Background: an optimization exercise with open tools, aiming at small area and a short achievable clock period. Do not read the settings as production practice.
Function was checked by simulation only, so behaviour that the tests miss may differ from the original.
Power and IR drop assume default switching activity.

==> design.v <==
`timescale 1ns / 1ps
module alu_wrap(
    input clk,
    input [31:0] a,
    input [31:0] b,
    input cin,
    input [4:0] card,
    output reg [31:0] f,
    output reg cout,
    output reg zero
    );
    reg [31:0] a_q, b_q;
    reg cin_q;
    reg [4:0] card_q;
    wire [31:0] f_d;
    wire cout_d, zero_d;
    alu u_alu(a_q, b_q, cin_q, card_q, f_d, cout_d, zero_d);
    always @(posedge clk) begin
        a_q <= a;
        b_q <= b;
        cin_q <= cin;
        card_q <= card;
        f <= f_d;
        cout <= cout_d;
        zero <= zero_d;
    end
endmodule

module alu(a, b, cin, card, f, cout, zero);
    input [31:0] a, b;
    input [4:0] card;
    input cin;
    output [31:0] f;
    output cout;
    output zero;
    reg [3:0] t;    
    reg ka, kb, c0, cu;
    always @(*) begin
        t = 4'b0000; {ka, kb, c0, cu} = 4'b0;
        if (!card[4]) case (card[3:0])
            4'd0:  begin t = 4'b0110; ka = 1'b1; end
            4'd1:  begin t = 4'b0110; ka = 1'b1; c0 = cin; end
            4'd2:  begin t = 4'b1001; ka = 1'b1; c0 = 1'b1; cu = 1'b1; end
            4'd3:  begin t = 4'b1001; ka = 1'b1; c0 = ~cin; cu = 1'b1; end
            4'd4:  begin t = 4'b1001; kb = 1'b1; c0 = 1'b1; cu = 1'b1; end
            4'd5:  begin t = 4'b1001; kb = 1'b1; c0 = ~cin; cu = 1'b1; end
            4'd6:  t = 4'b1100;   
            4'd7:  t = 4'b1010;   
            4'd8:  t = 4'b0011;   
            4'd9:  t = 4'b0101;   
            4'd10: t = 4'b1110;   
            4'd11: t = 4'b1000;   
            4'd12: t = 4'b1001;   
            4'd13: t = 4'b0110;   
            4'd14: t = 4'b0111;   
            default: ;
        endcase
    end
    wire [31:0] p, x, g;
    genvar i;
    generate for (i = 0; i < 32; i = i + 1) begin : gb
        assign p[i] = t[{a[i], b[i]}];
    end endgenerate
    assign x = (a & {32{ka}}) | (b & {32{kb}});
    assign g = x & ~p;
    wire [32:0] c;
    assign c[0] = c0;
    wire [31:0] G0 = {g[31:1], g[0] | (p[0] & c0)};
    wire [31:0] P0 = p;
    wire G1_1 = G0[1] | (P0[1] & G0[0]);
    wire P1_1 = P0[1] & P0[0];
    wire G1_3 = G0[3] | (P0[3] & G0[2]);
    wire P1_3 = P0[3] & P0[2];
    wire G1_5 = G0[5] | (P0[5] & G0[4]);
    wire P1_5 = P0[5] & P0[4];
    wire G1_7 = G0[7] | (P0[7] & G0[6]);
    wire P1_7 = P0[7] & P0[6];
    wire G1_9 = G0[9] | (P0[9] & G0[8]);
    wire P1_9 = P0[9] & P0[8];
    wire G1_11 = G0[11] | (P0[11] & G0[10]);
    wire P1_11 = P0[11] & P0[10];
    wire G1_13 = G0[13] | (P0[13] & G0[12]);
    wire P1_13 = P0[13] & P0[12];
    wire G1_15 = G0[15] | (P0[15] & G0[14]);
    wire P1_15 = P0[15] & P0[14];
    wire G1_17 = G0[17] | (P0[17] & G0[16]);
    wire P1_17 = P0[17] & P0[16];
    wire G1_19 = G0[19] | (P0[19] & G0[18]);
    wire P1_19 = P0[19] & P0[18];
    wire G1_21 = G0[21] | (P0[21] & G0[20]);
    wire P1_21 = P0[21] & P0[20];
    wire G1_23 = G0[23] | (P0[23] & G0[22]);
    wire P1_23 = P0[23] & P0[22];
    wire G1_25 = G0[25] | (P0[25] & G0[24]);
    wire P1_25 = P0[25] & P0[24];
    wire G1_27 = G0[27] | (P0[27] & G0[26]);
    wire P1_27 = P0[27] & P0[26];
    wire G1_29 = G0[29] | (P0[29] & G0[28]);
    wire P1_29 = P0[29] & P0[28];
    wire G1_31 = G0[31] | (P0[31] & G0[30]);
    wire P1_31 = P0[31] & P0[30];
    wire G2_3 = G1_3 | (P1_3 & G1_1);
    wire P2_3 = P1_3 & P1_1;
    wire G2_7 = G1_7 | (P1_7 & G1_5);
    wire P2_7 = P1_7 & P1_5;
    wire G2_11 = G1_11 | (P1_11 & G1_9);
    wire P2_11 = P1_11 & P1_9;
    wire G2_15 = G1_15 | (P1_15 & G1_13);
    wire P2_15 = P1_15 & P1_13;
    wire G2_19 = G1_19 | (P1_19 & G1_17);
    wire P2_19 = P1_19 & P1_17;
    wire G2_23 = G1_23 | (P1_23 & G1_21);
    wire P2_23 = P1_23 & P1_21;
    wire G2_27 = G1_27 | (P1_27 & G1_25);
    wire P2_27 = P1_27 & P1_25;
    wire G2_31 = G1_31 | (P1_31 & G1_29);
    wire P2_31 = P1_31 & P1_29;
    wire G3_7 = G2_7 | (P2_7 & G2_3);
    wire P3_7 = P2_7 & P2_3;
    wire G3_15 = G2_15 | (P2_15 & G2_11);
    wire P3_15 = P2_15 & P2_11;
    wire G3_23 = G2_23 | (P2_23 & G2_19);
    wire P3_23 = P2_23 & P2_19;
    wire G3_31 = G2_31 | (P2_31 & G2_27);
    wire P3_31 = P2_31 & P2_27;
    wire G4_15 = G3_15 | (P3_15 & G3_7);
    wire P4_15 = P3_15 & P3_7;
    wire G4_31 = G3_31 | (P3_31 & G3_23);
    wire P4_31 = P3_31 & P3_23;
    wire G5_31 = G4_31 | (P4_31 & G4_15);
    wire P5_31 = P4_31 & P4_15;
    wire G6_23 = G3_23 | (P3_23 & G4_15);
    wire P6_23 = P3_23 & P4_15;
    wire G7_11 = G2_11 | (P2_11 & G3_7);
    wire P7_11 = P2_11 & P3_7;
    wire G7_19 = G2_19 | (P2_19 & G4_15);
    wire P7_19 = P2_19 & P4_15;
    wire G7_27 = G2_27 | (P2_27 & G6_23);
    wire P7_27 = P2_27 & P6_23;
    wire G8_5 = G1_5 | (P1_5 & G2_3);
    wire P8_5 = P1_5 & P2_3;
    wire G8_9 = G1_9 | (P1_9 & G3_7);
    wire P8_9 = P1_9 & P3_7;
    wire G8_13 = G1_13 | (P1_13 & G7_11);
    wire P8_13 = P1_13 & P7_11;
    wire G8_17 = G1_17 | (P1_17 & G4_15);
    wire P8_17 = P1_17 & P4_15;
    wire G8_21 = G1_21 | (P1_21 & G7_19);
    wire P8_21 = P1_21 & P7_19;
    wire G8_25 = G1_25 | (P1_25 & G6_23);
    wire P8_25 = P1_25 & P6_23;
    wire G8_29 = G1_29 | (P1_29 & G7_27);
    wire P8_29 = P1_29 & P7_27;
    wire G9_2 = G0[2] | (P0[2] & G1_1);
    wire P9_2 = P0[2] & P1_1;
    wire G9_4 = G0[4] | (P0[4] & G2_3);
    wire P9_4 = P0[4] & P2_3;
    wire G9_6 = G0[6] | (P0[6] & G8_5);
    wire P9_6 = P0[6] & P8_5;
    wire G9_8 = G0[8] | (P0[8] & G3_7);
    wire P9_8 = P0[8] & P3_7;
    wire G9_10 = G0[10] | (P0[10] & G8_9);
    wire P9_10 = P0[10] & P8_9;
    wire G9_12 = G0[12] | (P0[12] & G7_11);
    wire P9_12 = P0[12] & P7_11;
    wire G9_14 = G0[14] | (P0[14] & G8_13);
    wire P9_14 = P0[14] & P8_13;
    wire G9_16 = G0[16] | (P0[16] & G4_15);
    wire P9_16 = P0[16] & P4_15;
    wire G9_18 = G0[18] | (P0[18] & G8_17);
    wire P9_18 = P0[18] & P8_17;
    wire G9_20 = G0[20] | (P0[20] & G7_19);
    wire P9_20 = P0[20] & P7_19;
    wire G9_22 = G0[22] | (P0[22] & G8_21);
    wire P9_22 = P0[22] & P8_21;
    wire G9_24 = G0[24] | (P0[24] & G6_23);
    wire P9_24 = P0[24] & P6_23;
    wire G9_26 = G0[26] | (P0[26] & G8_25);
    wire P9_26 = P0[26] & P8_25;
    wire G9_28 = G0[28] | (P0[28] & G7_27);
    wire P9_28 = P0[28] & P7_27;
    wire G9_30 = G0[30] | (P0[30] & G8_29);
    wire P9_30 = P0[30] & P8_29;
    assign c[1] = G0[0];
    assign c[2] = G1_1;
    assign c[3] = G9_2;
    assign c[4] = G2_3;
    assign c[5] = G9_4;
    assign c[6] = G8_5;
    assign c[7] = G9_6;
    assign c[8] = G3_7;
    assign c[9] = G9_8;
    assign c[10] = G8_9;
    assign c[11] = G9_10;
    assign c[12] = G7_11;
    assign c[13] = G9_12;
    assign c[14] = G8_13;
    assign c[15] = G9_14;
    assign c[16] = G4_15;
    assign c[17] = G9_16;
    assign c[18] = G8_17;
    assign c[19] = G9_18;
    assign c[20] = G7_19;
    assign c[21] = G9_20;
    assign c[22] = G8_21;
    assign c[23] = G9_22;
    assign c[24] = G6_23;
    assign c[25] = G9_24;
    assign c[26] = G8_25;
    assign c[27] = G9_26;
    assign c[28] = G7_27;
    assign c[29] = G9_28;
    assign c[30] = G8_29;
    assign c[31] = G9_30;
    assign c[32] = G5_31;
    assign f = p ^ c[31:0];
    assign cout = cu | c[32];
    assign zero = ~|f;
endmodule
==> flow/run.sh <==
#!/bin/bash
# Layout: the standard flow (standard.sh), with two ORFS variables changed:
#  - the port buffers are sky130_fd_sc_hd__buf_1 cells instead of clkdlybuf4s50_1;
#  - timing repair aims at SETUP_SLACK_MARGIN ns of setup slack, so that it sizes the
#    design for a shorter cycle than the 17 ns clock it is signed off at.
# The make output goes to standard.log; each ORFS step logs to orfs/logs/.
set -euo pipefail
export BUFFER_PORTS_ARGS="-buffer_cell sky130_fd_sc_hd__buf_1"
export SETUP_SLACK_MARGIN=12.5
bash standard.sh finish > standard.log 2>&1
==> standard.sh <==
#!/bin/bash
# synth_recipe.tcl (not shown) runs the flow's synth.tcl, then flattens the netlist and writes it again
# the make line also repeats each setting of config.mk as NAME=value (left out here)
make -C /OpenROAD-flow-scripts/flow DESIGN_CONFIG=/design/flow/config.mk WORK_HOME=/design/flow/orfs CLKGATE_MAP_FILE= SYNTH_SCRIPT=/design/flow/synth_recipe.tcl "${@:-finish}"
==> config.mk <==
export PLATFORM = sky130hd
export DESIGN_NAME = alu_wrap
export DESIGN_NICKNAME = alu_wrap
export VERILOG_FILES = /design/flow/design.v
export SDC_FILE = /design/flow/constraint.sdc
export NUM_CORES = 4
export LEC_CHECK = 0
export ABC_AREA = 1
export CAP_MARGIN = 20
export CORE_MARGIN = 2
export CORE_UTILIZATION = 40
export SLEW_MARGIN = 20
==> constraint.sdc <==
create_clock -name core_clock -period 17.0 [get_ports {clk}]
set_input_delay 3.4000 -clock core_clock [delete_from_list [all_inputs] [get_ports {clk}]]
set_output_delay 3.4000 -clock core_clock [all_outputs]
set_load 0.01 [all_outputs]
==> flow_summary.json, run 1 <==
{
  "min_path_type": "flop to flop",
  "wl_mm": 12.5,
  "fin_skew_ps": 7.57,
  "core_area_um2": 12700,
  "clk_latency_ps": 350,
  "portBuffers": 104,
  "gr-usage-met3_pct": 5.47,
  "hold_path_depth": 1,
  "total_power_uw": 613,
  "grt_first_pass_wirelength_mm": 20.5,
  "dp_hpwl_mm": 8.72,
  "grt_max_degree": 32,
  "drive_gt1_share_pct": 8.95,
  "drc": 0,
  "rows": 41,
  "final-seq-area_um2": 2080,
  "start_util_pct": 41.0,
  "drt_iter0_drc": 282,
  "crit_path_cell_trace": "buf_1",
  "synth_nets": 824,
  "cp.required_ps": 13600,
  "crit_cells": 1,
  "grtUsageTotal_pct": 18.4,
  "setup_viol": 0,
  "netlist_area_um2": 5200,
  "avgSynthCellArea_um2": 6.91,
  "cp_top_family": "flip-flops",
  "ir_worst_vdd_mv": 0.0668,
  "tritoncts": "done",
  "p_clk_share_pct": 32.0,
  "p_int_uw": 426,
  "htreeDepth": 3,
  "switchingPower_uw": 187,
  "cts.repair.resized": 0,
  "synth_cells": 753,
  "cts_buffers": 9,
  "power_leakage_nw": 3.09,
  "grt_busiest_layer": "met2",
  "yosysTopAreaCell": "dfxtp_1",
  "nets": 926,
  "combPwrFrac_pct": 22.5,
  "grt_util_met1_pct": 23.4,
  "drv_cap": 0,
  "cp.arrival_ps": 820,
  "mostFrequentLayoutCells": "nand2_1 (247), inv_1 (121), dfxtp_1 (104), buf_1 (104), nand3_1 (67)",
  "reg2regPathDepth": 25,
  "io-pin-count": 105,
  "netlist.area_leader.share_pct": 40.0,
  "status": "no timing/DRC/antenna violations",
  "cpPeakStageDelay_ps": 320,
  "multiInputGateArea_um2": 2480,
  "gp_congestion": 0.815,
  "diodes": 0,
  "cts_setup_buffers": 0,
  "crit_slowest_cell": "dfxtp_1",
  "cts_root_buf": "clkbuf_16",
  "path_clk_slew_ps": 60,
  "crit_type": "flop to output pin",
  "synth_warnings": 2,
  "drv_slew": 0,
  "synth-seq-area-share_pct": 40.0,
  "yosysUniqueCellTypes": 36,
  "cp-end-kind": "output pin",
  "dr.pass1.iters": 5,
  "maxSlewHeadroom_pct": 47.6,
  "cp_max_fo": 1,
  "setup_tns_ps": 0,
  "start_kind": "flop",
  "cts_hold_buf": 0,
  "post_dp_cell_area_um2": 5680,
  "swShare_pct": 30.5,
  "via_count": 4858,
  "fillCellCount": 1361,
  "final.min_clock_period_ps": 4220,
  "dieHeight_um": 118,
  "dieArea_um2": 13900,
  "dp.cells": 1016,
  "synth-seq-cells": 104,
  "design_area_um2": 5970,
  "antenna_found_initial": 0,
  "routedWlPerCell_um": 12.1,
  "fmax_mhz": 237,
  "synth_area_leaders": "dfxtp_1 (40%), nand2_1 (18%), inv_1 (8.7%)",
  "p_seq_share_pct": 45.4,
  "syn_to_final_growth_pct": 14.8,
  "tightest_slew_ps": 783,
  "rsz0062_at_grt": "no",
  "final_hold_viol_count": 0,
  "final_common_cell": "nand2_1",
  "gr-total-overflow": 0,
  "p_per_area_nw_per_um2": 103,
  "ant_nets": 0,
  "fp.dieW_um": 118,
  "vias_per_cell": 4.71,
  "clock_path_buffers": 2,
  "worst-path-buf-inv": 1,
  "grt_pass1_vias": 4432,
  "fin_cells": 1032,
  "post-route-period-util_pct": 24.8,
  "use_met2_pct": 30.2,
  "clock_sinks": 104
}
Yosys cell counts:
| master | number |
|---|---|
| o21ai_0 | 16 |
| nor3_1 | 3 |
| nand3_2 | 4 |
| o21ai_2 | 3 |
| a21boi_0 | 3 |
| inv_2 | 12 |
| and2_1 | 4 |
| buf_2 | 3 |
| xor2_1 | 5 |
| nand2_4 | 4 |
| nor2_1 | 30 |
| o211ai_1 | 6 |
| buf_4 | 3 |
| inv_1 | 121 |
| nand2_2 | 19 |
| buf_12 | 1 |
| o22ai_1 | 23 |
| clkbuf_1 | 1 |
| a32oi_1 | 8 |
| nand2_1 | 247 |
| a32oi_4 | 1 |
| a21oi_1 | 32 |
| o21ai_1 | 5 |
| a21oi_4 | 1 |
| nand3b_1 | 1 |
| dfxtp_1 | 104 |
| nor2_2 | 2 |
| clkinv_1 | 1 |
| a32oi_2 | 5 |
| o221ai_1 | 2 |
| a22oi_2 | 3 |
| nand3_1 | 67 |
| dlygate4sd1_1 | 1 |
| a21oi_2 | 2 |
| or2_2 | 4 |
| buf_6 | 6 |
power groups by stage:
stage | combinational [mW] | clock (mW) | sequential, mW
after floorplan | 0.0935 | 0 | 0.292
after global placement | 0.139 | 0 | 0.283
after detailed placement | 0.138 | 0 | 0.284
after CTS | 0.139 | 0.203 | 0.279
after global routing | 0.156 | 0.213 | 0.281
final | 0.138 | 0.197 | 0.279
through the flow:
stage          hold slack, ps  setup WS, ps  util (%)
2_1_floorplan             517         13270         -
3_3_place_gp              582         13170      44.9
3_5_place_dp              581         13160      44.9
4_1_cts                   599         12760      47.1
5_1_grt                   645         12610      47.1
6_report                  592         12780      47.1
cell families after synthesis:
group                     Yosys count  synth area share, %
DFF                               104                 40.0
and+or+nand+nor                   385                 32.0
buffers and inverters             149                 12.3
AOI/OAI and AO/OA                 110                 14.8
xor gates and xnor gates            5                0.842
flip-flops by register name (all words and copies together) (netlist names):
name	count
card_q	5
f	32
cout	1
b_q	32
zero	1
a_q	32
cin_q	1
final cells by class:
type / instances / area share (%)
clock buffers: 13 / 4.53
multi-input cells: 500 / 41.5
flip-flops and latches: 104 / 34.9
well taps: 172 / 3.61
repair buffers: 106 / 6.79
inverters: 134 / 8.43
clock inverters: 3 / 0.252
per-layer routing:
metal	vias up	wire length (µm)	part of all wire [%]
met5	-	0	0
li1	2581	-	-
met3	15	618	4.9
met4	0	204	1.6
met2	113	5550	44
met1	2149	6110	49
worst paths after layout:
kind	from	slack, ps	to
setup reg to reg	card_q[3]$_DFF_P_	13130	zero$_DFF_P_
setup / recovery	f[9]$_DFF_P_	12780	f[9]
hold reg to reg	card_q[4]$_DFF_P_	590	cout$_DFF_P_
hold / removal	card_q[4]$_DFF_P_	590	cout$_DFF_P_
worst register-to-register path, stage by stage (launching register included):
cell and delay, ps:
dfxtp_1 450, inv_2 70, nand2_1 90, nand2_2 60
o21ai_1 100, nand3_2 600, inv_2 480, o21ai_1 150
nand2_1 80, nand3_1 110, nand2_1 110, nand2_1 80
nand2_2 100, nand2_1 90, nand2_2 110, nand2_1 70
nand2_1 80, nand2_1 80, nand3_1 110, and2_1 180
nand2_1 60, nor2_1 190, nand2_1 80, nor2_1 140
nand3_1 80, nor2_1 90
==> run 2, diff against run 1 <==
==> run.sh (new file) <==
#!/bin/bash
# synth_recipe.tcl (not shown) runs the flow's synth.tcl, then flattens the netlist and writes it again
# the make line also repeats each setting of config.mk as NAME=value (left out here)
make -C /OpenROAD-flow-scripts/flow DESIGN_CONFIG=/design/flow/config.mk WORK_HOME=/design/flow/orfs CLKGATE_MAP_FILE= SYNTH_SCRIPT=/design/flow/synth_recipe.tcl finish
removed: flow/run.sh
removed: standard.sh
==> run 2 against run 1 <==
Effect of this change: combinational power grew 23%; still clean; count of clock-buffer cells in the layout is 2 higher; sequential share of layout area down 3.3 points; critical endpoint is now f[14]; worst hold slack gained 3.0 ps; maximum frequency shrank 8.2%; register-to-register slack hardly changed; highest routed layer unchanged.
==> flow_summary.json, run 2 <==
{
  "total_power_uw": 638,
  "min_path_type": "flop to flop",
  "cp-end-kind": "output pin",
  "grt_max_degree": 32,
  "cp_top_family": "buffers and inverters",
  "synth_most_common_cell": "nand2_1",
  "r2r_end": "zero$_DFF_P_",
  "fin_skew_ps": 9.64,
  "cpPeakStageDelay_ps": 530,
  "place_worst_setup_slack_ps": 12760,
  "htreeDepth": 3,
  "cp.arrival_ps": 1190,
  "final_common_cell": "nand2_1",
  "grt_first_pass_wirelength_mm": 22.0,
  "final.min_clock_period_ps": 4590,
  "cts_root_buf": "clkbuf_16",
  "ir_worst_vdd_mv": 0.0775,
  "yosysTopAreaCell": "dfxtp_1",
  "reg2regPathDepth": 25,
  "drv_cap": 0,
  "worst-path-buf-inv": 1,
  "start_kind": "flop",
  "clock_sinks": 104,
  "core_area_um2": 12700,
  "yosysUniqueCellTypes": 36,
  "yosys-top-cells-count": "nand2_1 (247), inv_1 (121), dfxtp_1 (104)",
  "reg_top3": "a_q x32, b_q x32, f x32",
  "portBuffers": 104,
  "multiInputGateArea_um2": 2480,
  "final_util_pct": 52.1,
  "avgSynthCellArea_um2": 6.91,
  "antenna_found_initial": 0,
  "r2r-start": "card_q[3]$_DFF_P_",
  "cts_buffers": 9,
  "nets": 926,
  "synth_compound_gate_area_share_pct": 14.8,
  "grtUsageTotal_pct": 19.4,
  "syn_to_final_growth_pct": 26.9,
  "hold_path_end": "cout$_DFF_P_",
  "cts.repair.resized": 0,
  "synth_nets": 824,
  "synth_xor_area_share_pct": 0.842,
  "dieArea_um2": 13900,
  "diodes": 0,
  "vias_per_cell": 4.89,
  "synthFlopType": "dfxtp_1",
  "crit_slowest_cell": "clkdlybuf4s50_1",
  "synth_edf_count": 0,
  "status": "no timing/DRC/antenna violations",
  "dr.pass1.iters": 6,
  "gp_congestion": 0.819,
  "dp_hpwl_mm": 9.43,
  "synth-seq-cells": 104,
  "netlist_area_um2": 5200,
  "p_per_area_nw_per_um2": 96.6,
  "netlist.area_leader.share_pct": 40.0,
  "synth_top_family_by_area": "simple AND/OR/NAND/NOR gates",
  "final_hold_viol_count": 0,
  "synth_cells": 753,
  "drive_gt1_share_pct": 8.50,
  "power_leakage_nw": 3.35,
  "cts_hold_buf": 0,
  "dieHeight_um": 118,
  "synth-seq-area-share_pct": 40.0,
  "grt_pass1_vias": 4864,
  "rsz0062_at_grt": "no",
  "clk_latency_ps": 350,
  "final-seq-area_um2": 2080,
  "fp.dieW_um": 118,
  "clock_path_buffers": 2,
  "fmax_mhz": 218,
  "cts_setup_buffers": 0,
  "io-pin-count": 105,
  "cp_max_fo": 1,
  "fin_ws_ps": 12410,
  "wl_mm": 13.3,
  "synth_warnings": 2,
  "post-route-period-util_pct": 27.0,
  "tritoncts": "done",
  "fillCellCount": 1250,
  "synthSimpleGateAreaFrac_pct": 32.0,
  "gr-total-overflow": 0,
  "routedWlPerCell_um": 12.9,
  "setup_tns_ps": 0,
  "tightest_slew_ps": 758,
  "r2r_slack_ps": 13120,
  "mostFrequentLayoutCells": "nand2_1 (247), inv_1 (121), dfxtp_1 (104), clkdlybuf4s50_1 (104), nand3_1 (67)",
  "drv_slew": 0,
  "synth_area_leaders": "dfxtp_1 (40%), nand2_1 (18%), inv_1 (8.7%)",
  "holdWs_ps": 595,
  "synth_fa_ha_area_share_pct": 0,
  "maxSlewHeadroom_pct": 49.3,
  "hold_path_depth": 1,
  "crit_type": "flop to output pin",
  "ant_nets": 0,
  "min_from": "card_q[4]$_DFF_P_",
  "cp.required_ps": 13600,
  "setup_viol": 0,
  "drt_iter0_drc": 257,
  "synth_mux_area_share_pct": 0,
  "drc": 0,
  "via_count": 5042,
  "synthArstFlopShare_pct": 0,
  "rows": 41,
  "path_clk_slew_ps": 60,
  "crit_path_cell_trace": "clkdlybuf4s50_1",
  "start_util_pct": 41.0
}
## run 2: cell counts after synthesis
Identical to the previous run, type by type.
## run 2: kinds of logic after synthesis
kind of cell / count (synthesis)
compound gates: 110
simple gates: 385
xor+xnor: 5
flops: 104
buf+inv: 149
## run 2: metal layers
layer / global-route usage [%] / share of wire [%]
met5: 0 / 0
met4: 7.00 / 1.4
met3: 5.52 / 7.4
met2: 34.0 / 49
met1: 22.5 / 43
## run 2: how the worst max path moves through the flow
stage          endpoint     startpoint  depth (start not counted)  slack [ps]
2_1_floorplan      cout   cout$_DFF_P_                          0       13270
4_1_cts           f[11]  f[11]$_DFF_P_                          1       12380
3_3_place_gp      f[14]  f[14]$_DFF_P_                          1       12780
3_5_place_dp      f[23]  f[23]$_DFF_P_                          1       12760
6_report          f[14]  f[14]$_DFF_P_                          1       12410
5_1_grt           f[12]  f[12]$_DFF_P_                          1       12350
## run 2: through the flow
stage,std cells,instance area [µm²]
floorplan,753,5200
global placement,1016,6330
detailed placement,1016,6330
CTS,1031,6600
global route,1031,6600
finish,1031,6600
## run 2: report_power, final
part	switching, mW	total, mW	internal (mW)
Combinational	0.0933	0.170	0.0767
Clock	0.0822	0.189	0.107
Sequential	0.0101	0.279	0.269
Total	0.186	0.638	0.452
## run 2: area by class of cell
| class | instances | share of cell area (%) |
|---|---|---|
| flip-flops and latches | 104 | 31.5 |
| multi-input cells | 500 | 37.5 |
| clock buffers | 15 | 4.06 |
| repair buffers | 106 | 16.0 |
| well taps | 172 | 3.26 |
| inverters | 134 | 7.62 |

## what the ideal ports hide
How much do the figures lean on ideal ports? The routed layouts below were timed once more, with nothing changed but the port constraints.
Step 1, drivers: a clkbuf_16 drives clk and a buf_2 each remaining input, both assumed.
Step 2, shift: input delay + t, output delay - t, t = (earliest + latest rising clock arrival at the registers) / 2. This alone moves slack from input paths to output paths.
Three values: ideal ports, drivers, drivers and shift; two values: the first two.
| run | t (ns) | slack for setup (ns) | worst setup path at the end |
|---|---|---|---|
| run 1 | 0.386 | 12.783 / 12.745 / 13.125 | register to register |
| run 2 | 0.382 | 12.406 / 12.367 / 12.749 | register to output |
After both steps every run listed still meets setup and hold.
